Context: an optimization exercise on an open-source flow, tuned for small area. The choices shown serve that exercise and are no tape-out recipe.
Where RTL was checked, it was by simulation tests only, not by an equivalence proof against the original.
Only the layout flow was run in runs 1 and 2; the RTL was not checked for function there.
Power and IR drop assume default switching activity.

<file path="flow/design.v">
module alu(OPA, OPB, CIN, INP_VALID, CLK, RST, CMD, CE, MODE, COUT, OFLOW, RES, G, E, L, ERR);
    input [7:0] OPA, OPB;
    input CLK, RST, CE, MODE, CIN;
    input [1:0] INP_VALID;
    input [3:0] CMD;
    output reg [15:0] RES;
    output reg COUT;
    output reg OFLOW;
    output reg G;
    output reg E;
    output reg L;
    output reg ERR;
    wire [3:0] fam_d;
    wire [7:0] xa_d, yb_d;
    wire       c_d;
    alu_dec u_dec (.OPA(OPA), .OPB(OPB), .CIN(CIN), .INP_VALID(INP_VALID), .CMD(CMD), .CE(CE), .MODE(MODE),
                   .fam_d(fam_d), .xa_d(xa_d), .yb_d(yb_d), .c_d(c_d));
    reg [3:0] fam;
    reg [7:0] xan, ybn;
    reg       cn;
    always @(posedge CLK) begin
        fam <= fam_d;
        xan <= ~xa_d;
        ybn <= ~yb_d;
        cn  <= ~c_d;
    end
    wire s_alu = ~fam[3] & ~fam[2];                  
    wire s_add = ~fam[3] & ~fam[2] & ~fam[1] & fam[0];
    wire s_sub = ~fam[3] & fam[1] & ~fam[0];
    wire s_sgn = ~fam[3] & fam[1] & fam[0];
    wire s_cmp = ~fam[3] & fam[2] & ~fam[0];
    wire s_err = ~fam[3] & fam[2] & fam[0];
    wire s_lo  = fam[3] & fam[1];                    
    wire s_hi  = fam[3] & fam[0];                    
    wire s_mul = fam[2] & fam[1];                    
    wire s_sft = fam[3] & fam[2] & ~fam[1];          
    wire [8:0] Sn;
    wire [8:0] cyn;
    assign cyn[0] = cn;
    genvar k;
    generate for (k = 0; k < 8; k = k + 1) begin : add
        alu_fa u_fa (.a(xan[k]), .b(ybn[k]), .c(cyn[k]), .s(Sn[k]), .co(cyn[k+1]));
    end endgenerate
    assign Sn[8] = cyn[8];
    wire [8:0] S = ~Sn;
    wire [15:0] P;
    alu_mul u_mul (.xa(~xan), .yb(~ybn), .sg(S & {9{s_mul}}), .P(P));
    wire xa7 = ~xan[7];
    wire yb7 = ~ybn[7];
    wire z8  = ~|S[7:0];
    wire r8  = xa7 ^ yb7 ^ S[8];
    wire neg = s_cmp ? ~S[8] : r8;
    wire gel = s_cmp | s_sgn;
    wire [15:0] res_d;
    assign res_d[7:0]  = ({8{s_alu}} & S[7:0]) | ({8{s_lo}} & P[7:0]) | ({8{s_hi}} & P[15:8]) |
                         ({8{s_sft}} & {P[6:0], 1'b0});
    assign res_d[15:8] = ({8{s_mul}} & P[15:8]) | ({8{s_sft}} & P[14:7]) | {8{s_sgn & r8}};
    wire cout_d  = (s_add & S[8]) | (s_sgn & r8);
    wire oflow_d = (s_sub & ~S[8]) | (s_sgn & ~(xa7 ^ yb7) & (S[7] ^ xa7));
    wire g_d     = gel & ~neg & ~z8;
    wire e_d     = gel & ~neg & z8;
    wire l_d     = gel & neg;
    always @(posedge CLK or posedge RST) begin
        if (RST) begin
            RES <= 16'd0;
            COUT <= 1'b0;
            OFLOW <= 1'b0;
            G <= 1'b0;
            E <= 1'b0;
            L <= 1'b0;
            ERR <= 1'b0;
        end else begin
            RES <= res_d;
            COUT <= cout_d;
            OFLOW <= oflow_d;
            G <= g_d;
            E <= e_d;
            L <= l_d;
            ERR <= s_err;
        end
    end
endmodule
module alu_dec(OPA, OPB, CIN, INP_VALID, CMD, CE, MODE, fam_d, xa_d, yb_d, c_d);
    input [7:0] OPA, OPB;
    input CE, MODE, CIN;
    input [1:0] INP_VALID;
    input [3:0] CMD;
    output reg [3:0] fam_d;
    output [7:0] xa_d, yb_d;
    output reg c_d;
    localparam F_PASS = 4'b0000,  
               F_ADD  = 4'b0001,  
               F_SUB  = 4'b0010,  
               F_SGN  = 4'b0011,  
               F_CMP  = 4'b0100,  
               F_ERR  = 4'b0101,  
               F_NULL = 4'b1000,  
               F_HI   = 4'b1001,  
               F_LO   = 4'b1010,  
               F_ROT  = 4'b1011,  
               F_SFT  = 4'b1100,  
               F_MUL  = 4'b1110;  
    localparam T_A = 4'b1100, T_B = 4'b1010;  
    wire vab = INP_VALID[0] & INP_VALID[1];
    wire va  = INP_VALID[0];
    wire vb  = INP_VALID[1];
    wire rot_err = |OPB[7:3];
    wire quirk = CIN & (&OPB);
    reg [3:0] t;        
    reg yinv, yen, yff, ohen;
    reg [1:0] rsel;     
    always @* begin
        fam_d = F_NULL; t = T_A; yinv = 1'b0; yen = 1'b1; yff = 1'b0; ohen = 1'b0;
        rsel = 2'd0; c_d = 1'b0;
        if (CE) begin
            if (MODE) begin
                case (CMD)
                    4'd0:  if (vab) fam_d = F_ADD;
                    4'd1:  if (vab) begin fam_d = F_SUB; yinv = 1'b1; c_d = 1'b1; end
                    4'd2:  if (vab) begin fam_d = F_ADD; c_d = CIN; end
                    4'd3:  if (vab) begin
                               yinv = 1'b1;
                               if (quirk) fam_d = F_ADD;       
                               else begin fam_d = F_SUB; c_d = ~CIN; end
                           end
                    4'd4:  if (va) begin fam_d = F_PASS; yen = 1'b0; c_d = 1'b1; end
                    4'd5:  if (va) begin fam_d = F_SUB; yen = 1'b0; yff = 1'b1; end
                    4'd6:  if (vb) begin fam_d = F_PASS; t = T_B; yen = 1'b0; c_d = 1'b1; end
                    4'd7:  if (vb) begin fam_d = F_SUB; t = T_B; yen = 1'b0; yff = 1'b1; end
                    4'd8:  if (vab) begin fam_d = F_CMP; yinv = 1'b1; c_d = 1'b1; end
                    4'd9:  if (vab) begin fam_d = F_MUL; c_d = 1'b1; end
                    4'd10: if (vab) fam_d = F_SFT;
                    4'd11: if (vab) fam_d = F_SGN;
                    4'd12: if (vab) begin fam_d = F_SGN; yinv = 1'b1; c_d = 1'b1; end
                    default: ;
                endcase
            end else begin
                case (CMD)
                    4'd0:  if (vab) begin fam_d = F_PASS; t = 4'b1000; yen = 1'b0; end
                    4'd1:  if (vab) begin fam_d = F_PASS; t = 4'b0111; yen = 1'b0; end
                    4'd2:  if (vab) begin fam_d = F_PASS; t = 4'b1110; yen = 1'b0; end
                    4'd3:  if (vab) begin fam_d = F_PASS; t = 4'b0001; yen = 1'b0; end
                    4'd4:  if (vab) begin fam_d = F_PASS; t = 4'b0110; yen = 1'b0; end
                    4'd5:  if (vab) begin fam_d = F_PASS; t = 4'b1001; yen = 1'b0; end
                    4'd6:  if (va)  begin fam_d = F_PASS; t = 4'b0011; yen = 1'b0; end
                    4'd7:  if (vb)  begin fam_d = F_PASS; t = 4'b0101; yen = 1'b0; end
                    4'd8:  if (va)  begin fam_d = F_HI; yen = 1'b0; ohen = 1'b1; rsel = 2'd3; end
                    4'd9:  if (va)  begin fam_d = F_LO; yen = 1'b0; ohen = 1'b1; rsel = 2'd2; end
                    4'd10: if (vb)  begin fam_d = F_HI; t = T_B; yen = 1'b0; ohen = 1'b1; rsel = 2'd3; end
                    4'd11: if (vb)  begin fam_d = F_LO; t = T_B; yen = 1'b0; ohen = 1'b1; rsel = 2'd2; end
                    4'd12: if (vab) begin
                               if (rot_err) fam_d = F_ERR;
                               else begin fam_d = F_ROT; yen = 1'b0; ohen = 1'b1; rsel = 2'd0; end
                           end
                    4'd13: if (vab) begin
                               if (rot_err) fam_d = F_ERR;
                               else begin fam_d = F_ROT; yen = 1'b0; ohen = 1'b1; rsel = 2'd1; end
                           end
                    default: ;
                endcase
            end
        end
    end
    wire [2:0] s = OPB[2:0];
    wire [2:0] r = (rsel == 2'd0) ? s : (rsel == 2'd1) ? (3'd0 - s) : (rsel == 2'd2) ? 3'd1 : 3'd7;
    wire [7:0] oh = 8'd1 << r;
    genvar k;
    generate for (k = 0; k < 8; k = k + 1) begin : bitk
        wire a = OPA[k];
        wire b = OPB[k];
        assign xa_d[k] = (a & b & t[3]) | (a & ~b & t[2]) | (~a & b & t[1]) | (~a & ~b & t[0]);
        assign yb_d[k] = ((b ^ yinv) & yen) | yff | (oh[k] & ohen);
    end endgenerate
endmodule
module alu_mul(xa, yb, sg, P);
    input [7:0] xa, yb;
    input [8:0] sg;
    output [15:0] P;
    wire [7:0] pp [0:7];
    genvar k;
    generate for (k = 0; k < 8; k = k + 1) begin : ppg
        assign pp[k] = {8{xa[k]}} & yb;
    end endgenerate
    wire hs1, hc2;
    wire fs3, fc4;
    wire hs5, hc6;
    wire fs7, fc8;
    wire fs9, fc10;
    wire hs11, hc12;
    wire fs13, fc14;
    wire fs15, fc16;
    wire hs17, hc18;
    wire fs19, fc20;
    wire hs21, hc22;
    wire hs23, hc24;
    wire hs25, hc26;
    wire fs27, fc28;
    wire hs29, hc30;
    wire fs31, fc32;
    wire fs33, fc34;
    wire fs35, fc36;
    wire fs37, fc38;
    wire fs39, fc40;
    wire fs41, fc42;
    wire fs43, fc44;
    wire fs45, fc46;
    wire fs47, fc48;
    wire fs49, fc50;
    wire fs51, fc52;
    wire fs53, fc54;
    wire fs55, fc56;
    wire hs57, hc58;
    wire hs59, hc60;
    wire hs61, hc62;
    wire fs63, fc64;
    wire fs65, fc66;
    wire fs67, fc68;
    wire fs69, fc70;
    wire fs71, fc72;
    wire fs73, fc74;
    wire fs75, fc76;
    wire fs77, fc78;
    wire fs79, fc80;
    wire fs81, fc82;
    wire hs83, hc84;
    wire hs85, hc86;
    wire fs87, fc88;
    wire fs89, fc90;
    wire fs91, fc92;
    wire fs93, fc94;
    wire fs95, fc96;
    wire fs97, fc98;
    wire fs99, fc100;
    wire fs101, fc102;
    wire fs103, fc104;
    wire fs105, fc106;
    wire fs107, fc108;
    wire fs109, fc110;
    wire hs111, hc112;
    wire hs113, hc114;
    wire fs115, fc116;
    wire fs117, fc118;
    wire fs119, fc120;
    wire fs121, fc122;
    wire fs123, fc124;
    wire fs125, fc126;
    wire fs127, fc128;
    wire fs129, fc130;
    wire fs131, fc132;
    wire fs133, fc134;
    wire fs135, fc136;
    wire fs137, fc138;
    wire fs139, fc140;
    wire fs141, fc142;
    wire xs143;
    alu_ha u_hs1 (.a(pp[0][5]), .b(pp[1][4]), .s(hs1), .co(hc2));
    alu_fa u_fs3 (.a(pp[0][6]), .b(pp[1][5]), .c(pp[2][4]), .s(fs3), .co(fc4));
    alu_ha u_hs5 (.a(pp[3][3]), .b(pp[4][2]), .s(hs5), .co(hc6));
    alu_fa u_fs7 (.a(pp[0][7]), .b(pp[1][6]), .c(pp[2][5]), .s(fs7), .co(fc8));
    alu_fa u_fs9 (.a(pp[3][4]), .b(pp[4][3]), .c(pp[5][2]), .s(fs9), .co(fc10));
    alu_ha u_hs11 (.a(pp[6][1]), .b(pp[7][0]), .s(hs11), .co(hc12));
    alu_fa u_fs13 (.a(pp[1][7]), .b(pp[2][6]), .c(pp[3][5]), .s(fs13), .co(fc14));
    alu_fa u_fs15 (.a(pp[4][4]), .b(pp[5][3]), .c(pp[6][2]), .s(fs15), .co(fc16));
    alu_ha u_hs17 (.a(pp[7][1]), .b(sg[8]), .s(hs17), .co(hc18));
    alu_fa u_fs19 (.a(pp[2][7]), .b(pp[3][6]), .c(pp[4][5]), .s(fs19), .co(fc20));
    alu_ha u_hs21 (.a(pp[5][4]), .b(pp[6][3]), .s(hs21), .co(hc22));
    alu_ha u_hs23 (.a(pp[3][7]), .b(pp[4][6]), .s(hs23), .co(hc24));
    alu_ha u_hs25 (.a(pp[0][3]), .b(pp[1][2]), .s(hs25), .co(hc26));
    alu_fa u_fs27 (.a(pp[0][4]), .b(pp[1][3]), .c(pp[2][2]), .s(fs27), .co(fc28));
    alu_ha u_hs29 (.a(pp[3][1]), .b(pp[4][0]), .s(hs29), .co(hc30));
    alu_fa u_fs31 (.a(hs1), .b(pp[2][3]), .c(pp[3][2]), .s(fs31), .co(fc32));
    alu_fa u_fs33 (.a(pp[4][1]), .b(pp[5][0]), .c(sg[5]), .s(fs33), .co(fc34));
    alu_fa u_fs35 (.a(hc2), .b(fs3), .c(hs5), .s(fs35), .co(fc36));
    alu_fa u_fs37 (.a(pp[5][1]), .b(pp[6][0]), .c(sg[6]), .s(fs37), .co(fc38));
    alu_fa u_fs39 (.a(fc4), .b(hc6), .c(fs7), .s(fs39), .co(fc40));
    alu_fa u_fs41 (.a(fs9), .b(hs11), .c(sg[7]), .s(fs41), .co(fc42));
    alu_fa u_fs43 (.a(fc8), .b(fc10), .c(hc12), .s(fs43), .co(fc44));
    alu_fa u_fs45 (.a(fs13), .b(fs15), .c(hs17), .s(fs45), .co(fc46));
    alu_fa u_fs47 (.a(fc14), .b(fc16), .c(hc18), .s(fs47), .co(fc48));
    alu_fa u_fs49 (.a(fs19), .b(hs21), .c(pp[7][2]), .s(fs49), .co(fc50));
    alu_fa u_fs51 (.a(fc20), .b(hc22), .c(hs23), .s(fs51), .co(fc52));
    alu_fa u_fs53 (.a(pp[5][5]), .b(pp[6][4]), .c(pp[7][3]), .s(fs53), .co(fc54));
    alu_fa u_fs55 (.a(hc24), .b(pp[4][7]), .c(pp[5][6]), .s(fs55), .co(fc56));
    alu_ha u_hs57 (.a(pp[6][5]), .b(pp[7][4]), .s(hs57), .co(hc58));
    alu_ha u_hs59 (.a(pp[5][7]), .b(pp[6][6]), .s(hs59), .co(hc60));
    alu_ha u_hs61 (.a(pp[0][2]), .b(pp[1][1]), .s(hs61), .co(hc62));
    alu_fa u_fs63 (.a(hs25), .b(pp[2][1]), .c(pp[3][0]), .s(fs63), .co(fc64));
    alu_fa u_fs65 (.a(hc26), .b(fs27), .c(hs29), .s(fs65), .co(fc66));
    alu_fa u_fs67 (.a(fc28), .b(hc30), .c(fs31), .s(fs67), .co(fc68));
    alu_fa u_fs69 (.a(fc32), .b(fc34), .c(fs35), .s(fs69), .co(fc70));
    alu_fa u_fs71 (.a(fc36), .b(fc38), .c(fs39), .s(fs71), .co(fc72));
    alu_fa u_fs73 (.a(fc40), .b(fc42), .c(fs43), .s(fs73), .co(fc74));
    alu_fa u_fs75 (.a(fc44), .b(fc46), .c(fs47), .s(fs75), .co(fc76));
    alu_fa u_fs77 (.a(fc48), .b(fc50), .c(fs51), .s(fs77), .co(fc78));
    alu_fa u_fs79 (.a(fc52), .b(fc54), .c(fs55), .s(fs79), .co(fc80));
    alu_fa u_fs81 (.a(fc56), .b(hc58), .c(hs59), .s(fs81), .co(fc82));
    alu_ha u_hs83 (.a(hc60), .b(pp[6][7]), .s(hs83), .co(hc84));
    alu_ha u_hs85 (.a(pp[0][1]), .b(pp[1][0]), .s(hs85), .co(hc86));
    alu_fa u_fs87 (.a(hs61), .b(pp[2][0]), .c(sg[2]), .s(fs87), .co(fc88));
    alu_fa u_fs89 (.a(hc62), .b(fs63), .c(sg[3]), .s(fs89), .co(fc90));
    alu_fa u_fs91 (.a(fc64), .b(fs65), .c(sg[4]), .s(fs91), .co(fc92));
    alu_fa u_fs93 (.a(fc66), .b(fs67), .c(fs33), .s(fs93), .co(fc94));
    alu_fa u_fs95 (.a(fc68), .b(fs69), .c(fs37), .s(fs95), .co(fc96));
    alu_fa u_fs97 (.a(fc70), .b(fs71), .c(fs41), .s(fs97), .co(fc98));
    alu_fa u_fs99 (.a(fc72), .b(fs73), .c(fs45), .s(fs99), .co(fc100));
    alu_fa u_fs101 (.a(fc74), .b(fs75), .c(fs49), .s(fs101), .co(fc102));
    alu_fa u_fs103 (.a(fc76), .b(fs77), .c(fs53), .s(fs103), .co(fc104));
    alu_fa u_fs105 (.a(fc78), .b(fs79), .c(hs57), .s(fs105), .co(fc106));
    alu_fa u_fs107 (.a(fc80), .b(fs81), .c(pp[7][5]), .s(fs107), .co(fc108));
    alu_fa u_fs109 (.a(fc82), .b(hs83), .c(pp[7][6]), .s(fs109), .co(fc110));
    alu_ha u_hs111 (.a(hc84), .b(pp[7][7]), .s(hs111), .co(hc112));
    alu_ha u_hs113 (.a(pp[0][0]), .b(sg[0]), .s(hs113), .co(hc114));
    alu_fa u_fs115 (.a(hs85), .b(sg[1]), .c(hc114), .s(fs115), .co(fc116));
    alu_fa u_fs117 (.a(hc86), .b(fs87), .c(fc116), .s(fs117), .co(fc118));
    alu_fa u_fs119 (.a(fc88), .b(fs89), .c(fc118), .s(fs119), .co(fc120));
    alu_fa u_fs121 (.a(fc90), .b(fs91), .c(fc120), .s(fs121), .co(fc122));
    alu_fa u_fs123 (.a(fc92), .b(fs93), .c(fc122), .s(fs123), .co(fc124));
    alu_fa u_fs125 (.a(fc94), .b(fs95), .c(fc124), .s(fs125), .co(fc126));
    alu_fa u_fs127 (.a(fc96), .b(fs97), .c(fc126), .s(fs127), .co(fc128));
    alu_fa u_fs129 (.a(fc98), .b(fs99), .c(fc128), .s(fs129), .co(fc130));
    alu_fa u_fs131 (.a(fc100), .b(fs101), .c(fc130), .s(fs131), .co(fc132));
    alu_fa u_fs133 (.a(fc102), .b(fs103), .c(fc132), .s(fs133), .co(fc134));
    alu_fa u_fs135 (.a(fc104), .b(fs105), .c(fc134), .s(fs135), .co(fc136));
    alu_fa u_fs137 (.a(fc106), .b(fs107), .c(fc136), .s(fs137), .co(fc138));
    alu_fa u_fs139 (.a(fc108), .b(fs109), .c(fc138), .s(fs139), .co(fc140));
    alu_fa u_fs141 (.a(fc110), .b(hs111), .c(fc140), .s(fs141), .co(fc142));
    assign xs143 = hc112 ^ fc142;
    assign P = {xs143, fs141, fs139, fs137, fs135, fs133, fs131, fs129, fs127, fs125, fs123, fs121, fs119, fs117, fs115, hs113};
endmodule
module alu_fa(a, b, c, s, co);
    input a, b, c;
    output s, co;
    assign s  = a ^ b ^ c;
    assign co = (a & b) | (a & c) | (b & c);
endmodule
module alu_ha(a, b, s, co);
    input a, b;
    output s, co;
    assign s  = a ^ b;
    assign co = a & b;
endmodule
</file>
<file path="flow/run.sh">
#!/bin/bash
# synth_recipe.tcl (not shown) runs the flow's synth.tcl, then flattens the netlist and writes it again
# the make line also repeats each setting of config.mk as NAME=value (left out here)
make -C /OpenROAD-flow-scripts/flow DESIGN_CONFIG=/design/flow/config.mk WORK_HOME=/design/flow/orfs CLKGATE_MAP_FILE= SYNTH_SCRIPT=/design/flow/synth_recipe.tcl finish
</file>
<file path="flow/config.mk">
export PLATFORM = sky130hd
export DESIGN_NAME = alu
export DESIGN_NICKNAME = alu
export VERILOG_FILES = /design/flow/design.v
export SDC_FILE = /design/flow/constraint.sdc
export NUM_CORES = 4
export LEC_CHECK = 0
export CAP_MARGIN = 20
export CORE_MARGIN = 2
export CORE_UTILIZATION = 40
export SLEW_MARGIN = 20
export SYNTH_HIERARCHICAL = 1
</file>
<file path="flow/constraint.sdc">
create_clock -name core_clock -period 8.0 [get_ports {CLK}]
set_input_delay 1.6000 -clock core_clock [delete_from_list [all_inputs] [get_ports {CLK}]]
set_output_delay 1.6000 -clock core_clock [all_outputs]
set_load 0.01 [all_outputs]
</file>
==> results of run 1 <==
registers in the layout, indices dropped and copies added (netlist names), 4 cells and up:
signal / flops
fam: 4
xan: 8
RES: 16
ybn: 8
path summary, 6_finish.rpt:
| check | start | to | slack [ns] | cells after the start |
|---|---|---|---|---|
| max | xan[0] | RES[7] | 0.09 | 23 |
| min | fam[3] | RES[0] | 0.69 | 2 |
| max reg2reg | xan[0] | RES[7] | 0.09 | 23 |
| min reg2reg | fam[3] | RES[0] | 0.69 | 2 |
| max in group asynchronous | RST | G | 5.75 | 2 |
| min in group asynchronous | RST | ERR | 1.77 | 2 |
Yosys cell counts (all sizes together), types with 2 or more instances:
library cell	instances	area, um2
and2	67	419
fa	64	1280
inv	41	154
o21ai	37	193
buf	32	255
dfrtp	22	551
nand2	22	82.6
dfxtp	21	420
nor2	20	91.3
ha	17	213
a22oi	15	113
a21oi	9	45.0
nor3	9	67.6
mux4	8	195
xnor2	8	70.1
nand3	7	40.0
o221ai	7	61.3
o2bb2ai	7	61.3
clkbuf	6	27.5
nand4	6	37.5
a211oi	5	47.5
a31oi	5	31.3
nand2b	5	33.8
nor2b	5	31.3
o31ai	4	30.0
o211ai	3	22.5
or2	3	18.8
xor2	3	26.3
a211o	2	17.5
a21o	2	15.0
and3	2	12.5
nand4b	2	32.5
nor3b	2	15.0
nor4	2	12.5
or2b	2	15.0
or4	2	18.8
power groups by stage:
stage	clock network [mW]	logic, mW	registers (mW)
final	0.233	0.720	0.255
after global routing	0.248	0.789	0.258
after CTS	0.237	0.714	0.256
after detailed placement	0	0.706	0.260
after global placement	0	0.694	0.260
after floorplan	0	0.572	0.263
per-stage QoR:
step	setup slack, ns	utilization (%)	cells	hold WS (ns)	setup TNS, ns
2_1_floorplan	0.00668	-	494	0.508	0
3_3_place_gp	-0.0541	45.0	677	0.668	-0.0541
3_5_place_dp	-0.114	45.0	677	0.669	-0.152
4_1_cts	0.00276	46.6	685	0.674	0
5_1_grt	-0.160	46.9	687	0.730	-0.291
6_report	0.0947	46.9	687	0.688	0
modules after synthesis, one instance, submodules excluded:
| module | area [um2] | times used | cells |
|---|---|---|---|
| alu | 1680 | 1 | 167 |
| alu_dec | 1270 | 1 | 167 |
| alu_fa | 20.0 | 64 | 1 |
| alu_ha | 12.5 | 15 | 1 |
| alu_mul | 529 | 1 | 81 |
critical path: cells and delay by family, from the launching register on:
kind | cells | cell delay, ns
adders and majority gates | 18 | 6.83
AOI/OAI and AO/OA | 3 | 0.38
xor gates and xnor gates | 1 | 0.18
DFF | 1 | 0.33
and+or+nand+nor | 1 | 0.05
logic make-up (layout without fill, tap and decap cells):
kind of cell / count (synthesis) / count (layout) / share of synthesized area, %
buffers and inverters: 79 / 104 / 8.82
flip-flops: 43 / 43 / 19.6
AND/OR/NAND/NOR: 162 / 162 / 19.8
adder cells (fa/ha/maj): 81 / 81 / 30.2
multiplexers: 9 / 9 / 4.14
XOR/XNOR: 12 / 12 / 2.43
AO/OA/AOI/OAI: 108 / 108 / 15.0
metal layers:
metal	vias up	share of wire (%)	global-route usage, %
met5	-	0	0
met2	104	50	32.6
met1	1826	46	25.0
met4	0	0.86	3.21
li1	1739	-	-
met3	9	3.5	2.21
final cells by class:
cell class | count | area, um2 | area share [%]
Sequential cell | 43 | 972 | 17.2
Inverter | 41 | 154 | 2.72
Clock buffer | 8 | 179 | 3.16
Timing Repair Buffer | 55 | 533 | 9.43
Tap cell | 168 | 210 | 3.72
Multi-Input combinational cell | 372 | 3610 | 63.8
repair_timing:
action,CTS,global route
cloned,0,0
gates resized for setup,4,10
hold buffers,0,0
pin swaps,3,12
setup buffers,0,2
setup endpoints to repair,3,4
==> summary.txt, run 1 <==
- The post-synthesis cell count is 494.
- The largest driver fanout on the critical path is 2.
- The clock tree buffer depth is 2.
- Summed over all layers, the routed wires come to 11,600 um.
- After synthesis, the mean cell area works out to 10.0 um2.
- The TritonCTS clock tree is done.
- The most frequent cell on the critical path is sky130_fd_sc_hd__fa_2.
- Summed over all nets, the switching power comes to 0.473 mW.
- For this run the aggregate overflow at the end of global routing stands at 0.
- The buffer type at the clock tree root is sky130_fd_sc_hd__clkbuf_16.
- The DRC marker count from the first detailed-route iteration is 144.
- Per report_power, the combinational group accounts for 59.6% of the total.
- The number of setup violations in the final report is 0.
- The worst setup path is captured at a flop.
- The latest clock arrival within the worst-skew pair is 0.28 ns.
- The total DRC errors in the routed layout is 0.
- The biggest cell delay along the critical path is 0.56 ns.
- The leading cell type in the layout, fill and taps excluded is sky130_fd_sc_hd__and2_1.
- The post-route cell area is 5650 um2.
- The number of antenna violations at the first check in global routing is 0.
- The floorplan step set the die height to 115 um.
- For the worst setup path, the data required time is 8.16 ns.
- The analysis attributes to cell leakage a power of 2.42 nW.
- The number of hold violations in the final report was 0.
- After detailed routing, the average wire length per cell comes to 16.8 um.
- The slew of the pin with the lowest slew margin is 0.846 ns.
- Setup repair after global routing could not meet its margin everywhere.
- Global routing consumed, over all layers together, 18.5% of the routing resources.
- The maximum number of pins on one net before global-route repair is 30.
- In the final layout, the share of cells above drive strength 1 is 11.6%.
- The final critical-path share of the clock period is 98.8%.
- In this run the remaining antenna-violating nets after routing total 0.
- The deepest level of the CTS H-tree is 2.
- The tool flagged a number of max-cap violations equal to 0.
- Power spread over the standard cell area amounts to 214 nW/um2.
- The TritonCTS buffer count is 5.
- The main flop type after synthesis is sky130_fd_sc_hd__dfrtp_1.
- The internal power of the cells totals 0.735 mW.
- CTS saw 43 sinks.
- The via count of the first global-routing pass is 3,694.
- The number of different library cells in the post-synthesis netlist is 71.
- The clock group share of total power is 19.3%.
- In this run switching power makes up 39.1% of total power.
- Row generation in the floorplan step produced 40 rows.
- The final net count is 626.
- After synthesis the netlist holds a flip-flop and latch count of 43.
- The number of optimization iterations in the first detailed-route pass is 5.
- The count of port buffers added during placement is 48.
- Traced cell by cell, the critical path runs through fa_2, fa_2, fa_2, fa_2, fa_2, fa_2, fa_2, nor2_2, fa_2, fa_1, fa_2, fa_2, fa_2, fa_2, fa_2, fa_2, fa_2, fa_2, fa_2, xor2_1, a22oi_1, o21ai_1, o2bb2ai_1.
- The synthesis warning total is 9.
- The flow ran to the end and the layout has no timing, DRC or antenna violations.
- The mean number of vias per cell is 5.35.
- The final weighted congestion in routability-driven placement is 0.911.
- The worst pin sits at a relative slew slack of 43.4%.
- The routed layout has 3,678 vias.
- Summing the sequential cell areas from Yosys gives 19.6% of the chip area.
- The filler cells instantiated in the layout total 1,128.
- Derived from the worst setup path, the maximum achievable clock frequency is 0.126 GHz.
- The total placed instance area is 5430 um2.
- The number of antenna diodes in the final layout is 0.
- The worst min-delay path category is flop to flop.
- The post-synthesis cell area is 4950 um2.
- The number of slew-limit violations in the final report is 0.
- Pin placement for this block handled 49 I/O pins.
- The core region is 12,100 um2.
- The sequential cell fraction of total power is 21.1%.
- Clock-pin slew was measured on the worst setup and hold paths at 0.06 ns.
- The die width is 115 um.
- The number of nets in the synthesized netlist is 602.
- The minimum clock period after layout is 7.91 ns.
- The first global-routing pass estimated 19,300 um of wire.
- The worst-path cell with the longest stage delay is sky130_fd_sc_hd__fa_2.
- From synthesis to final layout, the design area changed by 14.2%.
- The startpoint-to-endpoint class of the critical path is flop to flop.
- After legalization and detailed placement, the total HPWL measured 9240 um.
- Counting flops with an async set or reset pin after synthesis yields a share of 51.2%.
- Counting flops with a built-in enable in the synthesized netlist gives 0.
- Once the floorplan was initialized, standard cells occupied 41.0% of the core.
- The design draws 1.21 mW.
- The top cell types in the final layout, fill and taps aside, are 67 x sky130_fd_sc_hd__and2_1, 48 x sky130_fd_sc_hd__clkdlybuf4s50_1, 44 x sky130_fd_sc_hd__fa_1, 41 x sky130_fd_sc_hd__inv_1, 25 x sky130_fd_sc_hd__o21ai_0.
- Across the VDD grid, the largest voltage drop is 117 uV.
- The die outline area is 13,300 um2.
- The worst setup path is launched from a flop.
- The arrival time at the worst endpoint is 8.07 ns.
- The clock skew is 0.00393 ns.
==> run 2: changes to the inputs <==
--- a/flow/design.v
+++ b/flow/design.v
@@ -13,6 +13,6 @@
     wire [3:0] fam_d;
-    wire [7:0] xa_d, yb_d;
-    wire       c_d;
+    wire [7:0] xan_d, ybn_d;
+    wire       cn_d;
     alu_dec u_dec (.OPA(OPA), .OPB(OPB), .CIN(CIN), .INP_VALID(INP_VALID), .CMD(CMD), .CE(CE), .MODE(MODE),
-                   .fam_d(fam_d), .xa_d(xa_d), .yb_d(yb_d), .c_d(c_d));
+                   .fam_d(fam_d), .xan_d(xan_d), .ybn_d(ybn_d), .cn_d(cn_d));
     reg [3:0] fam;
@@ -22,5 +22,5 @@
         fam <= fam_d;
-        xan <= ~xa_d;
-        ybn <= ~yb_d;
-        cn  <= ~c_d;
+        xan <= xan_d;
+        ybn <= ybn_d;
+        cn  <= cn_d;
     end
@@ -46,3 +46,3 @@
     wire [15:0] P;
-    alu_mul u_mul (.xa(~xan), .yb(~ybn), .sg(S & {9{s_mul}}), .P(P));
+    alu_mul u_mul (.xan(xan), .ybn(ybn), .sg(S & {9{s_mul}}), .P(P));
     wire xa7 = ~xan[7];
@@ -82,3 +82,3 @@
 endmodule
-module alu_dec(OPA, OPB, CIN, INP_VALID, CMD, CE, MODE, fam_d, xa_d, yb_d, c_d);
+module alu_dec(OPA, OPB, CIN, INP_VALID, CMD, CE, MODE, fam_d, xan_d, ybn_d, cn_d);
     input [7:0] OPA, OPB;
@@ -87,91 +87,105 @@
     input [3:0] CMD;
-    output reg [3:0] fam_d;
-    output [7:0] xa_d, yb_d;
-    output reg c_d;
-    localparam F_PASS = 4'b0000,  
-               F_ADD  = 4'b0001,  
-               F_SUB  = 4'b0010,  
-               F_SGN  = 4'b0011,  
-               F_CMP  = 4'b0100,  
-               F_ERR  = 4'b0101,  
-               F_NULL = 4'b1000,  
-               F_HI   = 4'b1001,  
-               F_LO   = 4'b1010,  
-               F_ROT  = 4'b1011,  
-               F_SFT  = 4'b1100,  
-               F_MUL  = 4'b1110;  
-    localparam T_A = 4'b1100, T_B = 4'b1010;  
-    wire vab = INP_VALID[0] & INP_VALID[1];
-    wire va  = INP_VALID[0];
-    wire vb  = INP_VALID[1];
-    wire rot_err = |OPB[7:3];
-    wire quirk = CIN & (&OPB);
-    reg [3:0] t;        
-    reg yinv, yen, yff, ohen;
-    reg [1:0] rsel;     
-    always @* begin
-        fam_d = F_NULL; t = T_A; yinv = 1'b0; yen = 1'b1; yff = 1'b0; ohen = 1'b0;
-        rsel = 2'd0; c_d = 1'b0;
-        if (CE) begin
-            if (MODE) begin
-                case (CMD)
-                    4'd0:  if (vab) fam_d = F_ADD;
-                    4'd1:  if (vab) begin fam_d = F_SUB; yinv = 1'b1; c_d = 1'b1; end
-                    4'd2:  if (vab) begin fam_d = F_ADD; c_d = CIN; end
-                    4'd3:  if (vab) begin
-                               yinv = 1'b1;
-                               if (quirk) fam_d = F_ADD;       
-                               else begin fam_d = F_SUB; c_d = ~CIN; end
-                           end
-                    4'd4:  if (va) begin fam_d = F_PASS; yen = 1'b0; c_d = 1'b1; end
-                    4'd5:  if (va) begin fam_d = F_SUB; yen = 1'b0; yff = 1'b1; end
-                    4'd6:  if (vb) begin fam_d = F_PASS; t = T_B; yen = 1'b0; c_d = 1'b1; end
-                    4'd7:  if (vb) begin fam_d = F_SUB; t = T_B; yen = 1'b0; yff = 1'b1; end
-                    4'd8:  if (vab) begin fam_d = F_CMP; yinv = 1'b1; c_d = 1'b1; end
-                    4'd9:  if (vab) begin fam_d = F_MUL; c_d = 1'b1; end
-                    4'd10: if (vab) fam_d = F_SFT;
-                    4'd11: if (vab) fam_d = F_SGN;
-                    4'd12: if (vab) begin fam_d = F_SGN; yinv = 1'b1; c_d = 1'b1; end
-                    default: ;
-                endcase
-            end else begin
-                case (CMD)
-                    4'd0:  if (vab) begin fam_d = F_PASS; t = 4'b1000; yen = 1'b0; end
-                    4'd1:  if (vab) begin fam_d = F_PASS; t = 4'b0111; yen = 1'b0; end
-                    4'd2:  if (vab) begin fam_d = F_PASS; t = 4'b1110; yen = 1'b0; end
-                    4'd3:  if (vab) begin fam_d = F_PASS; t = 4'b0001; yen = 1'b0; end
-                    4'd4:  if (vab) begin fam_d = F_PASS; t = 4'b0110; yen = 1'b0; end
-                    4'd5:  if (vab) begin fam_d = F_PASS; t = 4'b1001; yen = 1'b0; end
-                    4'd6:  if (va)  begin fam_d = F_PASS; t = 4'b0011; yen = 1'b0; end
-                    4'd7:  if (vb)  begin fam_d = F_PASS; t = 4'b0101; yen = 1'b0; end
-                    4'd8:  if (va)  begin fam_d = F_HI; yen = 1'b0; ohen = 1'b1; rsel = 2'd3; end
-                    4'd9:  if (va)  begin fam_d = F_LO; yen = 1'b0; ohen = 1'b1; rsel = 2'd2; end
-                    4'd10: if (vb)  begin fam_d = F_HI; t = T_B; yen = 1'b0; ohen = 1'b1; rsel = 2'd3; end
-                    4'd11: if (vb)  begin fam_d = F_LO; t = T_B; yen = 1'b0; ohen = 1'b1; rsel = 2'd2; end
-                    4'd12: if (vab) begin
-                               if (rot_err) fam_d = F_ERR;
-                               else begin fam_d = F_ROT; yen = 1'b0; ohen = 1'b1; rsel = 2'd0; end
-                           end
-                    4'd13: if (vab) begin
-                               if (rot_err) fam_d = F_ERR;
-                               else begin fam_d = F_ROT; yen = 1'b0; ohen = 1'b1; rsel = 2'd1; end
-                           end
-                    default: ;
-                endcase
-            end
-        end
-    end
-    wire [2:0] s = OPB[2:0];
-    wire [2:0] r = (rsel == 2'd0) ? s : (rsel == 2'd1) ? (3'd0 - s) : (rsel == 2'd2) ? 3'd1 : 3'd7;
-    wire [7:0] oh = 8'd1 << r;
+    output [3:0] fam_d;
+    output [7:0] xan_d, ybn_d;
+    output cn_d;
+    wire [3:0] t;
+    wire yinv, yen;
+    wire [7:0] oh;
+    alu_ctl u_ctl (.OPB(OPB), .CIN(CIN), .INP_VALID(INP_VALID), .CMD(CMD), .CE(CE), .MODE(MODE),
+                   .fam_d(fam_d), .t(t), .yinv(yinv), .yen(yen), .oh(oh), .cn_d(cn_d));
     genvar k;
     generate for (k = 0; k < 8; k = k + 1) begin : bitk
-        wire a = OPA[k];
-        wire b = OPB[k];
-        assign xa_d[k] = (a & b & t[3]) | (a & ~b & t[2]) | (~a & b & t[1]) | (~a & ~b & t[0]);
-        assign yb_d[k] = ((b ^ yinv) & yen) | yff | (oh[k] & ohen);
+        alu_xbit u_x (.a(OPA[k]), .b(OPB[k]), .t(t), .xn(xan_d[k]));
+        alu_ybit u_y (.b(OPB[k]), .yinv(yinv), .yen(yen), .oh(oh[k]), .yn(ybn_d[k]));
     end endgenerate
 endmodule
-module alu_mul(xa, yb, sg, P);
-    input [7:0] xa, yb;
+module alu_xbit(a, b, t, xn);
+    input a, b;
+    input [3:0] t;
+    output xn;
+    assign xn = ~(a ? (b ? t[3] : t[2]) : (b ? t[1] : t[0]));
+endmodule
+module alu_ybit(b, yinv, yen, oh, yn);
+    input b, yinv, yen, oh;
+    output yn;
+    assign yn = ~(((b ^ yinv) & yen) | oh);
+endmodule
+module alu_ctl(OPB, CIN, INP_VALID, CMD, CE, MODE, fam_d, t, yinv, yen, oh, cn_d);
+    input [7:0] OPB;
+    input CE, MODE, CIN;
+    input [1:0] INP_VALID;
+    input [3:0] CMD;
+    output [3:0] fam_d;
+    output reg [3:0] t;
+    output yinv, yen;
+    output [7:0] oh;
+    output cn_d;
+    wire M = MODE;
+    wire [3:0] C = CMD;
+    wire [2:0] s = OPB[2:0];
+    wire q = CIN & (&OPB);        
+    wire e = |OPB[7:3];           
+    wire unA1 = M & ~C[3] & C[2] & ~C[1];    
+    wire unB1 = M & ~C[3] & C[2] & C[1];     
+    wire unA0 = ~M & ((~C[3] & C[2] & C[1] & ~C[0]) | (C[3] & ~C[2] & ~C[1]));   
+    wire unB0 = ~M & ((~C[3] & C[2] & C[1] & C[0]) | (C[3] & ~C[2] & C[1]));     
+    wire exists = M ? ~(C[3] & C[2] & (C[1] | C[0])) : ~(C[3] & C[2] & C[1]);
+    wire vok = ((unA1 | unA0) & INP_VALID[0]) | ((unB1 | unB0) & INP_VALID[1]) |
+               (~(unA1 | unA0 | unB1 | unB0) & INP_VALID[0] & INP_VALID[1]);
+    wire ok = CE & exists & vok;
+    reg [3:0] f;
+    always @* begin
+        if (M) begin
+            if (~C[3]) f = {2'b00, C[0] & ~(C[1] & ~C[2] & q), ~C[2] & (~C[0] | (C[1] & q))};
+            else case (C[2:0])
+                3'd0: f = 4'b0100;
+                3'd1: f = 4'b1110;
+                3'd2: f = 4'b1100;
+                default: f = 4'b0011;
+            endcase
+        end else begin
+            if (~C[3]) f = 4'b0000;
+            else if (~C[2]) f = {2'b10, C[0], ~C[0]};
+            else f = e ? 4'b0101 : 4'b1011;
+        end
+    end
+    assign fam_d = ok ? f : 4'b1000;
+    assign yen  = M & ~(~C[3] & C[2] & ~C[1]);
+    assign yinv = C[3] ? (~C[1] & ~C[0]) : (C[0] & ~C[2]);
+    wire yff  = M & ~C[3] & C[2] & ~C[1] & C[0];    
+    wire ohen = ~M & C[3];
+    wire dir = C[0] ^ ~C[2];
+    wire [2:0] r;
+    assign r[0] = s[0] | ~C[2];
+    assign r[1] = C[2] ? (s[1] ^ (dir & s[0])) : dir;
+    assign r[2] = C[2] ? (s[2] ^ (dir & (s[1] | s[0]))) : dir;
+    wire [3:0] lo = {r[1] & r[0], r[1] & ~r[0], ~r[1] & r[0], ~r[1] & ~r[0]} | {4{yff}};
+    wire [1:0] hi = ({r[2], ~r[2]} & {2{ohen}}) | {2{yff}};
+    assign oh = {lo & {4{hi[1]}}, lo & {4{hi[0]}}};
+    reg c_d;
+    always @* begin
+        if (M) begin
+            if (~C[3]) c_d = C[2] ? ~C[0] : (C[1] ? (CIN ^ C[0]) : C[0]);
+            else       c_d = ~(C[1] & C[0]);
+        end else c_d = 1'b0;
+    end
+    assign cn_d = ~c_d;
+    always @* begin
+        if (M) t = C[3] ? 4'b1100 : (C[2] & C[1]) ? {4{C[0]}} : 4'b1100;
+        else case (C)
+            4'd0: t = 4'b1000;   
+            4'd1: t = 4'b0111;   
+            4'd2: t = 4'b1110;   
+            4'd3: t = 4'b0001;   
+            4'd4: t = 4'b0110;   
+            4'd5: t = 4'b1001;   
+            4'd6: t = 4'b0011;   
+            4'd7: t = 4'b0101;   
+            4'd10, 4'd11: t = 4'b1010;  
+            default: t = 4'b1100;   
+        endcase
+    end
+endmodule
+module alu_mul(xan, ybn, sg, P);
+    input [7:0] xan, ybn;
     input [8:0] sg;
@@ -181,3 +195,3 @@
     generate for (k = 0; k < 8; k = k + 1) begin : ppg
-        assign pp[k] = {8{xa[k]}} & yb;
+        assign pp[k] = ~({8{xan[k]}} | ybn);
     end endgenerate
--- a/flow/config.mk
+++ b/flow/config.mk
@@ -10,2 +10,3 @@
 export CORE_UTILIZATION = 40
+export CTS_BUF_LIST = sky130_fd_sc_hd__clkbuf_4
 export SLEW_MARGIN = 20
==> summary.txt, run 2 <==
- The I/O pin count is 49 (unchanged).
- The die width is 111 um (-3.5%).
- The count of standard-cell rows is 39 (-2.5%).
- The number of fill cells in the layout is 1,095 (-2.9%).
- The async set-or-reset flop fraction in the synthesized netlist was 51.2% (unchanged).
- The reg-to-reg endpoint is RES[7].
- The largest driver fanout on the critical path was 2 (unchanged).
- The maximum number of pins on one net before global-route repair came to 29 (-3.3%).
- After synthesis, the cell types taking the most area are sky130_fd_sc_hd__fa_1 28%, sky130_fd_sc_hd__dfrtp_1 12%, sky130_fd_sc_hd__dfxtp_1 9.1%.
- The number of optimization iterations in the first detailed-route pass was 4 (-1).
- The final net count is 581 (-7.2%).
- The arrival time at the worst endpoint was 8.14 ns (+0.07 ns).
- The relative max-transition margin is 35.6% (-7.9 points).
- The number of different library cells in the post-synthesis netlist is 63 (-11%).
- The wire length of the first global-routing pass was 16,800 um (-13%).
- The fraction of post-synthesis cell area in the top cell type by area is 27.8% (+2.0 points).
- The root buffer cell chosen for the clock tree is sky130_fd_sc_hd__clkbuf_4.
- The maximum VDD drop is 86.2 uV (-26%).
- The depth of the worst register-to-register path is 23 (unchanged).
- The number of hold violations in the final report is 0 (unchanged).
- The synthesis warning total was 9 (unchanged).
- The number of synthesized register bits is 43 (unchanged).
- The mean number of vias per cell is 5.27 (-1.6%).
- The largest register by flop count is RES.
- The leading cell type by number of instances after synthesis is sky130_fd_sc_hd__nor2_1.
- The library cell used most frequently in the layout, excluding fill and tap cells, is sky130_fd_sc_hd__nor2_1.
- The TritonCTS buffer count is 5 (unchanged).
- The sum of net half-perimeters after detailed placement is 8030 um (-13%).
- The share of the yosys chip area belonging to registers is 21.1% (+1.5 points).
- The number of slew-limit violations in the final report is 0 (unchanged).
- The total via count in the routed design came to 3,229 (-12%).
- The startpoint of the worst register-to-register path is xan[0].
- The final global-route overflow total is 0 (unchanged).
- From synthesis to final layout, the design area changed by 10.4%.
- Setup repair after global routing could not meet its margin everywhere.
- The filler-free cell count of the finished design is 613 (-11%).
- The worst min-delay path category is flop to flop.
- The family with the most delay on the worst path is adder cells.
- The count of antenna-violating nets left after detailed routing is 0 (unchanged).
- The required time at the worst-slack endpoint is 8.24 ns (+0.08 ns).
- The slowest stage of the critical path is the sky130_fd_sc_hd__fa_2 cell.
- The die extent in y is 111 um (-3.5%).
- The capture endpoint of the worst hold path is RES[0].
- The number of nets produced by synthesis came to 562 (-6.6%).
- The deepest level of the CTS H-tree was 2 (unchanged).
- The number of logic stages on the critical path including buffering is 23 (unchanged).
- The average instance area after synthesis is 10.2 um2 (+2.1%).
- The total routing resource utilization after global routing came to 16.5% (-2.0 points).
- The final antenna diode count is 0 (unchanged).
- The critical path is of the flop to flop type.
- In the layout the commonest cells are 89 x sky130_fd_sc_hd__nor2_1, 48 x sky130_fd_sc_hd__clkdlybuf4s50_1, 44 x sky130_fd_sc_hd__fa_1, 22 x sky130_fd_sc_hd__dfrtp_1, 21 x sky130_fd_sc_hd__ha_1.
- The count of port buffers added during placement is 48 (unchanged).
- Traced cell by cell, the critical path runs through fa_2, fa_2, fa_2, fa_2, fa_2, fa_2, fa_2, nor2_1, fa_2, fa_1, fa_2, fa_2, fa_2, fa_2, fa_2, fa_2, fa_2, fa_2, fa_2, xor2_1, a22oi_1, o21ai_1, o2bb2ai_1.
- The CTS sink count is 43 (unchanged).
- The maximum achievable frequency is 0.127 GHz (+0.13%).
- The number of setup violations in the final report came to 0 (unchanged).
- The effective utilization at floorplan is 40.7% (-0.39 points).
- The cell leakage power came to 2.23 nW (-7.9%).
- The most frequent cell on the critical path is sky130_fd_sc_hd__fa_2.
- The minimum clock period after layout was 7.90 ns (-0.0103 ns).
- The register area is 972 um2 (unchanged).
- The die outline area is 12,400 um2 (-6.8%).
- The multi-input logic area was 3250 um2 (-10%).
- The number of flip-flops under the largest register name came to 16 (unchanged).
- The total power divided by cell area was 172 nW/um2 (-19%).
- The core box area is 11,300 um2 (-6.1%).
- The latest clock arrival within the worst-skew pair came to 0.34 ns (+0.06 ns).
- The total of max-cap violations is 0 (unchanged).
- The nature of the critical path endpoint is a flop.
- The detailed-route wire length per cell is 16.0 um (-4.9%).
- The via count of the first global-routing pass is 3,413 (-7.6%).
- The worst hold slack after final layout came to 0.672 ns (-0.0155 ns).
- The final weighted congestion in routability-driven placement is 0.854 (-6.3%).
- TritonCTS built the clock tree.
- In the final layout, the registers with the most flip-flops are RES x16, xan x8, ybn x8.
- The slew of the pin with the lowest slew margin is 0.958 ns (+0.112 ns).
- sky130_fd_sc_hd__fa_1 takes more of the synthesized area than any other cell.
- The instance count along the most critical hold path came to 2 (unchanged).
- The final critical-path share of the clock period is 98.7% (-0.13 points).
- The run finished with no timing, DRC or antenna violations.
- The total wirelength of the detailed-routed design is 9810 um (-15%).
- The post-synthesis cell area was 4600 um2 (-7.0%).
- The clock tree buffer depth is 2 (unchanged).
- The number of antenna violations at the first check in global routing is 0 (unchanged).
- The clock skew was 0.00883 ns (+0.00490 ns).
- The share of final-layout standard cells stronger than drive strength 1 is 14.0% (+2.5 points).
- The sum of buffers and inverters on the critical path is 0 (unchanged).
- The number of cells after detailed placement came to 604 (-11%).
- The nature of the critical path startpoint is a flop.
- The count of flip-flops with a built-in enable after synthesis is 0 (unchanged).
- In this run the most critical hold path is launched from fam[3].
- The total DRC errors in the routed layout is 0 (unchanged).
- The clock slew seen by the registers of the worst setup and hold paths is 0.11 ns (+0.05 ns).
- The biggest cell delay along the critical path is 0.56 ns (about the same).
- Counting instances in the post-synthesis netlist gives the leading cell types as 91 x sky130_fd_sc_hd__nor2_1, 64 x sky130_fd_sc_hd__fa_1, 22 x sky130_fd_sc_hd__dfrtp_1, 21 x sky130_fd_sc_hd__dfxtp_1, 21 x sky130_fd_sc_hd__ha_1.
- The main flop type after synthesis is sky130_fd_sc_hd__dfrtp_1.
- The post-synthesis cell count came to 450 (-8.9%).
- The DRC marker count from the first detailed-route iteration is 147 (+2.1%).
- The register-to-register setup slack came to 0.10 ns (about the same).
[run 2: cell count changes after synthesis, sizes merged, moves of 5 or more]
| cell | before | now |
|---|---|---|
| nand3 | 7 | 0 |
| xor2 | 3 | 12 |
| inv | 41 | 14 |
| o21ai | 37 | 23 |
| and2 | 67 | 2 |
| buf | 32 | 45 |
| xnor2 | 8 | 1 |
| a21oi | 9 | 14 |
| o221ai | 7 | 0 |
| nor2 | 20 | 93 |
[run 2: layout make-up]
cell class	count	area share [%]
clock buffers	7	1.03
multi-input cells	344	63.9
clock inverters	1	0.0985
repair buffers	60	11.2
well taps	143	3.52
flip-flops and latches	43	19.1
inverters	15	1.11
[run 2: worst max path at each step]
stage                start      to  slack [ns]
floorplan           xan[0]  RES[7]       0.004
global placement    xan[0]  RES[7]       0.004
detailed placement  xan[0]  RES[7]       -0.05
CTS                 xan[0]  RES[7]       0.003
global route        xan[0]  RES[7]       -0.14
finish              xan[0]  RES[7]        0.10
[run 2: kinds of logic (layout without fill, tap and decap cells)]
kind of cell / count (synthesis) / count (layout) / synth area share, %
buffers and inverters: 63 / 83 / 9.70
multiplexers: 10 / 10 / 4.35
adder cells (fa/ha/maj): 85 / 85 / 33.5
AND/OR/NAND/NOR: 149 / 149 / 15.2
flip-flops: 43 / 43 / 21.1
XOR/XNOR: 14 / 14 / 2.99
AO/OA/AOI/OAI: 86 / 86 / 13.1
[run 2: repair_timing]
item                       CTS  global route
resized for setup            4             7
setup endpoints to repair    2             4
hold endpoints to repair     0             0
hold buffers                 0             0
pin swaps                    2             6
setup buffers                0             1
[run 2: stage by stage]
step	power, mW	TNS [ns]	area, um2	worst slack [ns]	utilization (%)
floorplan	0.680	0	4640	0.00416	-
global placement	0.747	0	4990	0.00396	44.1
detailed placement	0.762	-0.0619	4990	-0.0471	44.1
CTS	0.868	0	5060	0.00326	44.7
global route	0.943	-0.150	5080	-0.141	44.9
finish	0.874	0	5080	0.105	44.9
[run 2: worst reg2reg max path, delay by kind of cell (launching register included)]
kind	cells	cell delay, ns
fa+ha+maj	18	6.84
compound gates	3	0.38
flops	1	0.34
xor+xnor	1	0.18
simple gates	1	0.07
[run 2: metal layers]
| layer | track usage [%] | wire length (um) | up-vias |
|---|---|---|---|
| li1 | - | - | 1555 |
| met1 | 22.4 | 4650 | 1577 |
| met2 | 27.8 | 4670 | 81 |
| met3 | 2.24 | 323 | 16 |
| met4 | 4.61 | 171 | 0 |
| met5 | 0 | 0 | - |
[run 2: power breakdown]
group / switching [mW] / internal (mW) / total, mW
combinational: 0.263 / 0.242 / 0.505
sequential: 0.0316 / 0.234 / 0.266
clock: 0.0617 / 0.0411 / 0.103
[run 2: per-module statistics from Yosys (local to each module, per instance), a selection]
module | flops+latches | cells inside | times used
alu_mul | 0 | 97 | 1
alu_ha | 0 | 1 | 15
alu_xbit | 0 | 2 | 8
alu_ctl | 0 | 107 | 1
alu | 43 | 135 | 1
alu_ybit | 0 | 2 | 8
alu_fa | 0 | 1 | 64
==> run 3: changes to the inputs <==
--- a/flow/design.v
+++ b/flow/design.v
@@ -117,3 +117,3 @@
     input [3:0] CMD;
-    output [3:0] fam_d;
+    output reg [3:0] fam_d;
     output reg [3:0] t;
@@ -122,2 +122,15 @@
     output cn_d;
+    localparam F_PASS = 4'b0000,  
+               F_ADD  = 4'b0001,  
+               F_SUB  = 4'b0010,  
+               F_SGN  = 4'b0011,  
+               F_CMP  = 4'b0100,  
+               F_ERR  = 4'b0101,  
+               F_NULL = 4'b1000,  
+               F_HI   = 4'b1001,  
+               F_LO   = 4'b1010,  
+               F_ROT  = 4'b1011,  
+               F_SFT  = 4'b1100,  
+               F_MUL  = 4'b1110;  
+    wire [4:0] mc = {MODE, CMD};
     wire M = MODE;
@@ -125,41 +138,46 @@
     wire [2:0] s = OPB[2:0];
-    wire q = CIN & (&OPB);        
-    wire e = |OPB[7:3];           
-    wire unA1 = M & ~C[3] & C[2] & ~C[1];    
-    wire unB1 = M & ~C[3] & C[2] & C[1];     
-    wire unA0 = ~M & ((~C[3] & C[2] & C[1] & ~C[0]) | (C[3] & ~C[2] & ~C[1]));   
-    wire unB0 = ~M & ((~C[3] & C[2] & C[1] & C[0]) | (C[3] & ~C[2] & C[1]));     
-    wire exists = M ? ~(C[3] & C[2] & (C[1] | C[0])) : ~(C[3] & C[2] & C[1]);
-    wire vok = ((unA1 | unA0) & INP_VALID[0]) | ((unB1 | unB0) & INP_VALID[1]) |
-               (~(unA1 | unA0 | unB1 | unB0) & INP_VALID[0] & INP_VALID[1]);
-    wire ok = CE & exists & vok;
-    reg [3:0] f;
+    wire quirk = CIN & (&OPB);
+    wire rot_err = |OPB[7:3];
+    reg needa, needb, exists;
     always @* begin
-        if (M) begin
-            if (~C[3]) f = {2'b00, C[0] & ~(C[1] & ~C[2] & q), ~C[2] & (~C[0] | (C[1] & q))};
-            else case (C[2:0])
-                3'd0: f = 4'b0100;
-                3'd1: f = 4'b1110;
-                3'd2: f = 4'b1100;
-                default: f = 4'b0011;
-            endcase
-        end else begin
-            if (~C[3]) f = 4'b0000;
-            else if (~C[2]) f = {2'b10, C[0], ~C[0]};
-            else f = e ? 4'b0101 : 4'b1011;
-        end
+        needa = 1'b1; needb = 1'b1; exists = 1'b1;
+        case (mc)
+            5'h14, 5'h15, 5'h06, 5'h08, 5'h09: needb = 1'b0;   
+            5'h16, 5'h17, 5'h07, 5'h0A, 5'h0B: needa = 1'b0;   
+            5'h1D, 5'h1E, 5'h1F, 5'h0E, 5'h0F: exists = 1'b0;
+            default: ;
+        endcase
+    end
+    wire ok = CE & exists & (INP_VALID[0] | ~needa) & (INP_VALID[1] | ~needb);
+    reg [3:0] fam_t;
+    always @* begin
+        case (mc)
+            5'h10, 5'h12: fam_t = F_ADD;
+            5'h13:        fam_t = quirk ? F_ADD : F_SUB;
+            5'h11, 5'h15, 5'h17: fam_t = F_SUB;
+            5'h14, 5'h16: fam_t = F_PASS;
+            5'h18:        fam_t = F_CMP;
+            5'h19:        fam_t = F_MUL;
+            5'h1A:        fam_t = F_SFT;
+            5'h1B, 5'h1C: fam_t = F_SGN;
+            5'h08, 5'h0A: fam_t = F_HI;
+            5'h09, 5'h0B: fam_t = F_LO;
+            5'h0C, 5'h0D: fam_t = rot_err ? F_ERR : F_ROT;
+            default:      fam_t = F_PASS;    
+        endcase
+        fam_d = ok ? fam_t : F_NULL;
     end
-    assign fam_d = ok ? f : 4'b1000;
-    assign yen  = M & ~(~C[3] & C[2] & ~C[1]);
-    assign yinv = C[3] ? (~C[1] & ~C[0]) : (C[0] & ~C[2]);
-    wire yff  = M & ~C[3] & C[2] & ~C[1] & C[0];    
+    assign yen  = M & (C[3] | ~C[2]);
+    assign yinv = C[3] ? (~C[1] & ~C[0]) : C[0];
+    wire yff  = M & ~C[3] & C[2] & C[0];
     wire ohen = ~M & C[3];
+    wire [2:0] u = {s[2] & C[2], s[1] & C[2], s[0] | ~C[2]};
     wire dir = C[0] ^ ~C[2];
-    wire [2:0] r;
-    assign r[0] = s[0] | ~C[2];
-    assign r[1] = C[2] ? (s[1] ^ (dir & s[0])) : dir;
-    assign r[2] = C[2] ? (s[2] ^ (dir & (s[1] | s[0]))) : dir;
-    wire [3:0] lo = {r[1] & r[0], r[1] & ~r[0], ~r[1] & r[0], ~r[1] & ~r[0]} | {4{yff}};
-    wire [1:0] hi = ({r[2], ~r[2]} & {2{ohen}}) | {2{yff}};
-    assign oh = {lo & {4{hi[1]}}, lo & {4{hi[0]}}};
+    wire [7:0] d;
+    genvar j;
+    generate for (j = 0; j < 8; j = j + 1) begin : dec
+        assign d[j] = ohen & (u == j);
+    end endgenerate
+    wire [7:0] dm = {d[1], d[2], d[3], d[4], d[5], d[6], d[7], d[0]};
+    assign oh = (dir ? dm : d) | {8{yff}};
     reg c_d;
@@ -173,13 +191,12 @@
     always @* begin
-        if (M) t = C[3] ? 4'b1100 : (C[2] & C[1]) ? {4{C[0]}} : 4'b1100;
-        else case (C)
-            4'd0: t = 4'b1000;   
-            4'd1: t = 4'b0111;   
-            4'd2: t = 4'b1110;   
-            4'd3: t = 4'b0001;   
-            4'd4: t = 4'b0110;   
-            4'd5: t = 4'b1001;   
-            4'd6: t = 4'b0011;   
-            4'd7: t = 4'b0101;   
-            4'd10, 4'd11: t = 4'b1010;  
+        case (mc)
+            5'h00: t = 4'b1000;   
+            5'h01: t = 4'b0111;   
+            5'h02: t = 4'b1110;   
+            5'h03: t = 4'b0001;   
+            5'h04: t = 4'b0110;   
+            5'h05: t = 4'b1001;   
+            5'h06: t = 4'b0011;   
+            5'h07: t = 4'b0101;   
+            5'h0A, 5'h0B, 5'h16, 5'h17: t = 4'b1010;  
             default: t = 4'b1100;   
--- a/flow/config.mk
+++ b/flow/config.mk
@@ -10,3 +10,2 @@
 export CORE_UTILIZATION = 40
-export CTS_BUF_LIST = sky130_fd_sc_hd__clkbuf_4
 export SLEW_MARGIN = 20
==> summary.txt, run 3 <==
- The total length of routed met3 wires was 529 um (+64%).
- The number of fill cells in the layout is 1,101 (+0.55%).
- The mean number of vias per cell is 5.36 (+1.7%).
- The TritonCTS clock tree is done.
- The routed length on met1 is 4660 um (+0.32%).
- The number of optimization iterations in the first detailed-route pass came to 4 (unchanged).
- The worst setup path is launched from a flop.
- The launch point of the worst hold path is fam[3].
- The clock slew seen by the registers of the worst setup and hold paths is 0.06 ns (-0.05 ns).
- The TritonCTS buffer count is 5 (unchanged).
- The share of cell area taken by muxes after synthesis was 4.07% (-0.28 points).
- The slew of the pin with the lowest slew margin is 0.956 ns (-0.00208 ns).
- The maximum achievable frequency is 0.127 GHz (about the same).
- The sequential cell fraction of total power is 25.8% (-4.6 points).
- The final weighted congestion in routability-driven placement came to 0.878 (+2.9%).
- STA classifies the critical path endpoint as a flop.
- The clock group share of total power is 23.2% (+11 points).
- The depth of the worst register-to-register path is 23 (unchanged).
- The library cells used most frequently in the layout, excluding fill and tap cells, are 80 x sky130_fd_sc_hd__nor2_1, 48 x sky130_fd_sc_hd__clkdlybuf4s50_1, 44 x sky130_fd_sc_hd__fa_1, 24 x sky130_fd_sc_hd__a21oi_1, 22 x sky130_fd_sc_hd__dfrtp_1.
- The relative max-transition margin came to 36.1% (+0.51 points).
- The maximum VDD drop is 99.6 uV (+16%).
- The total routing resource utilization after global routing came to 17.2% (+0.65 points).
- The combinational share of power is 51.0% (-6.8 points).
- The final net count is 594 (+2.2%).
- The uppermost layer routed is met4.
- The capture endpoint of the worst hold path is RES[5].
- The register-to-register setup slack was 0.10 ns (about the same).
- The number of hold violations in the final report is 0 (unchanged).
- The number of synthesized register bits came to 43 (unchanged).
- The die width is 112 um (+0.78%).
- The DRC marker count from the first detailed-route iteration was 179 (+22%).
- The worst min-delay path category is flop to flop.
- The switching power total is 0.383 mW (+7.5%).
- The leading cell type in the layout, fill and taps excluded is sky130_fd_sc_hd__nor2_1.
- The maximum number of pins on one net before global-route repair is 31 (+6.9%).
- The final critical-path share of the clock period is 98.7% (about the same).
- The count of flip-flops with a built-in enable after synthesis was 0 (unchanged).
- Among all cell types in the netlist, the one instantiated most often is sky130_fd_sc_hd__nor2_1.
- The share of final-layout standard cells stronger than drive strength 1 came to 12.8% (-1.2 points).
- The post-synthesis xor/xnor area fraction is 2.75% (-0.24 points).
- The core box area is 11,400 um2 (+0.86%).
- The clock skew is 0.00446 ns (-0.00437 ns).
- The async set-or-reset flop fraction in the synthesized netlist is 51.2% (unchanged).
- The number of slew-limit violations in the final report is 0 (unchanged).
- The minimum clock period after layout is 7.90 ns (+0.00188 ns).
- The required time at the worst-slack endpoint came to 8.17 ns (-0.07 ns).
- The share of the yosys chip area belonging to registers is 20.8% (-0.34 points).
- The cell leakage power was 2.28 nW (+2.0%).
- The latest clock arrival within the worst-skew pair is 0.28 ns (-0.06 ns).
- The post-route cell area is 5260 um2 (+3.5%).
- The final global-route overflow total was 0 (unchanged).
- The fraction of post-synthesis cell area in the top cell type by area was 27.4% (-0.45 points).
- The total of max-cap violations is 0 (unchanged).
- The multi-input logic area is 3310 um2 (+2.0%).
- Ranked by flip-flop count, first place goes to RES.
- The arrival time at the worst endpoint came to 8.06 ns (-0.08 ns).
- The count of standard-cell rows is 39 (unchanged).
- The deepest level of the CTS H-tree was 2 (unchanged).
- The number of setup violations in the final report is 0 (unchanged).
- The post-synthesis cell area is 4680 um2 (+1.6%).
- The count of port buffers added during placement was 48 (unchanged).
- The total power divided by cell area is 193 nW/um2 (+12%).
- The I/O pin count is 49 (unchanged).
- The detailed-route wire length per cell was 16.0 um (about the same).
- The total wirelength of the detailed-routed design came to 10,000 um (+2.2%).
- The total via count in the routed design came to 3,358 (+4.0%).
- In the synthesized netlist, the cells that appear most often are 81 x sky130_fd_sc_hd__nor2_1, 64 x sky130_fd_sc_hd__fa_1, 24 x sky130_fd_sc_hd__a21oi_1, 22 x sky130_fd_sc_hd__dfrtp_1, 21 x sky130_fd_sc_hd__dfxtp_1.
- The CTS sink count is 43 (unchanged).
- The switching share of power is 37.7% (-3.1 points).
- The number of cells after detailed placement is 618 (+2.3%).
- The via count of the first global-routing pass is 3,498 (+2.5%).
- The cell taking the most area after synthesis is sky130_fd_sc_hd__fa_1.
- The clock tree buffer depth is 2 (unchanged).
- The post-synthesis cell count is 465 (+3.3%).
- The routed length on met2 came to 4710 um (+0.88%).
- The number of antenna violations at the first check in global routing is 0 (unchanged).
- The total placed instance area is 5060 um2 (+1.4%).
- The count of antenna-violating nets left after detailed routing is 0 (unchanged).
- The instance count along the most critical hold path is 1 (-1).
- The die outline area is 12,600 um2 (+1.6%).
- The register area is 972 um2 (unchanged).
- The effective utilization at floorplan was 41.0% (+0.31 points).
- The filler-free cell count of the finished design was 627 (+2.3%).
- The synthesis warning total is 9 (unchanged).
- The dominant combinational cell family by area after synthesis is adder cells.
- The critical path is of the flop to flop type.
- After synthesis, the cell types taking the most area are sky130_fd_sc_hd__fa_1 27%, sky130_fd_sc_hd__dfrtp_1 12%, sky130_fd_sc_hd__dfxtp_1 9.0%.
- The growth of design area from synthesis to finish is 12.4%.
- The die extent in y was 112 um (+0.78%).
- The total negative slack is 0 ns (unchanged).
- For this run, the leading register cell type out of synthesis is sky130_fd_sc_hd__dfrtp_1.
- The average instance area after synthesis is 10.1 um2 (-1.6%).
- The largest registers in the layout are RES x16, xan x8, ybn x8.
- The synthesized-area fraction occupied by ao, oa, aoi and oai cells is 14.4% (+1.3 points).
- The number of nets produced by synthesis is 576 (+2.5%).
- The startpoint of the worst register-to-register path is xan[0].
- The number of different library cells in the post-synthesis netlist was 65 (+3.2%).
- The largest driver fanout on the critical path is 2 (unchanged).
- The number of flip-flops under the largest register name came to 16 (unchanged).
- The endpoint identified for the worst register-to-register timing path is RES[7].
- The post-synthesis share of cell area spent on and, or, nand and nor gates is 15.8% (+0.50 points).
- The buffer type at the clock tree root is sky130_fd_sc_hd__clkbuf_16.
- The final antenna diode count is 0 (unchanged).
- The design internal power is 0.633 mW (+22%).
- The worst hold slack after final layout is 0.672 ns (-0.000350 ns).
- The total DRC errors in the routed layout is 0 (unchanged).
- Setup repair after global routing could not meet its margin everywhere.
- The wire length of the first global-routing pass was 17,700 um (+5.8%).
- The run finished with no timing, DRC or antenna violations.
- The post-synthesis adder-cell area fraction came to 32.7% (-0.81 points).
- The sum of net half-perimeters after detailed placement is 8140 um (+1.3%).
[run 3: changes by cell type in the layout (fill, tap and decap cells not counted), sizes merged, moves of 3 or more]
cell and change:
a21oi +10, nor2 -10, o21ai +6, nand2b +4, o22ai +3, o32a -3
[run 3: cell families (layout without fill, tap and decap cells)]
logic type | Yosys count | after routing
XOR/XNOR | 13 | 13
multiplexers | 9 | 9
buffers and inverters | 64 | 83
AO/OA/AOI/OAI | 102 | 102
AND/OR/NAND/NOR | 150 | 150
flip-flops | 43 | 43
adder cells (fa/ha/maj) | 84 | 84
[run 3: final cells by class]
| cell class | instances | share of cell area [%] |
|---|---|---|
| multi-input cells | 358 | 63.0 |
| flip-flops and latches | 43 | 18.5 |
| repair buffers | 59 | 10.7 |
| well taps | 143 | 3.40 |
| clock buffers | 6 | 2.64 |
| inverters | 16 | 1.14 |
| clock inverters | 2 | 0.666 |
[run 3: metal layers]
layer  GRT usage (%)  vias up
met4            3.66        0
met2            27.5       94
met5               0        -
met3            3.13        9
li1                -     1607
met1            24.6     1648
[run 3: through the flow]
| step | utilization (%) | total power, mW | worst slack (ns) |
|---|---|---|---|
| floorplan | - | 0.702 | 0.00416 |
| global placement | 44.3 | 0.762 | 0.00335 |
| detailed placement | 44.3 | 0.776 | -0.0752 |
| CTS | 46.0 | 1.02 | 0.00407 |
| global route | 46.1 | 1.10 | -0.152 |
| finish | 46.1 | 1.02 | 0.103 |
[run 3: power by group through the flow]
stage	Sequential, mW	Combinational, mW	Clock [mW]
4_1_cts	0.262	0.516	0.241
2_1_floorplan	0.250	0.452	0
3_5_place_dp	0.266	0.509	0
3_3_place_gp	0.266	0.496	0
6_report	0.262	0.519	0.235
5_1_grt	0.265	0.580	0.251
[run 3: worst max path at each step]
stage / from / to / slack, ns
after floorplan: xan[0] / RES[7] / 0.004
after global placement: xan[0] / RES[7] / 0.003
after detailed placement: xan[0] / RES[7] / -0.08
after CTS: xan[0] / RES[7] / 0.004
after global routing: xan[0] / RES[7] / -0.15
final: xan[0] / RES[7] / 0.10
[run 3: timing repair]
action,CTS,global route
endpoints found under the setup margin,2,4
hold buffers,0,0
pin swaps,3,6
resized for setup,3,5
setup buffers,1,0
[run 3: worst max-delay path, stage by stage (launching register included)]
cell,delay (ns)
sky130_fd_sc_hd__dfxtp_2,0.33
sky130_fd_sc_hd__fa_2,0.38
sky130_fd_sc_hd__fa_2,0.35
sky130_fd_sc_hd__fa_2,0.35
sky130_fd_sc_hd__fa_2,0.35
sky130_fd_sc_hd__fa_2,0.34
sky130_fd_sc_hd__fa_2,0.35
sky130_fd_sc_hd__fa_2,0.35
sky130_fd_sc_hd__fa_1,0.57
sky130_fd_sc_hd__nor2_2,0.05
sky130_fd_sc_hd__fa_2,0.54
sky130_fd_sc_hd__fa_1,0.44
sky130_fd_sc_hd__fa_2,0.37
sky130_fd_sc_hd__fa_2,0.34
sky130_fd_sc_hd__fa_2,0.35
sky130_fd_sc_hd__fa_2,0.35
sky130_fd_sc_hd__fa_2,0.35
sky130_fd_sc_hd__fa_2,0.35
sky130_fd_sc_hd__fa_2,0.35
sky130_fd_sc_hd__fa_2,0.34
sky130_fd_sc_hd__xor2_1,0.18
sky130_fd_sc_hd__a22oi_1,0.17
sky130_fd_sc_hd__o21ai_1,0.09
sky130_fd_sc_hd__o2bb2ai_1,0.12
[run 3: per-module statistics from Yosys, one instance, submodules excluded, excerpt]
module | area (um2) | times used | cells | flip-flops and latches
alu | 1560 | 1 | 135 | 43
alu_ctl | 778 | 1 | 122 | 0
alu_mul | 554 | 1 | 97 | 0
alu_xbit | 26.3 | 8 | 2 | 0
alu_fa | 20.0 | 64 | 1 | 0
alu_ybit | 13.8 | 8 | 2 | 0
alu_ha | 12.5 | 15 | 1 | 0

Check on run 3: ideal ports give 0.103 ns setup slack; a clkbuf_16 on the clock port and buf_2 on the inputs give 0.103 ns; moving port delays by the midpoint clock arrival (0.315 ns) as well gives 0.103 ns.
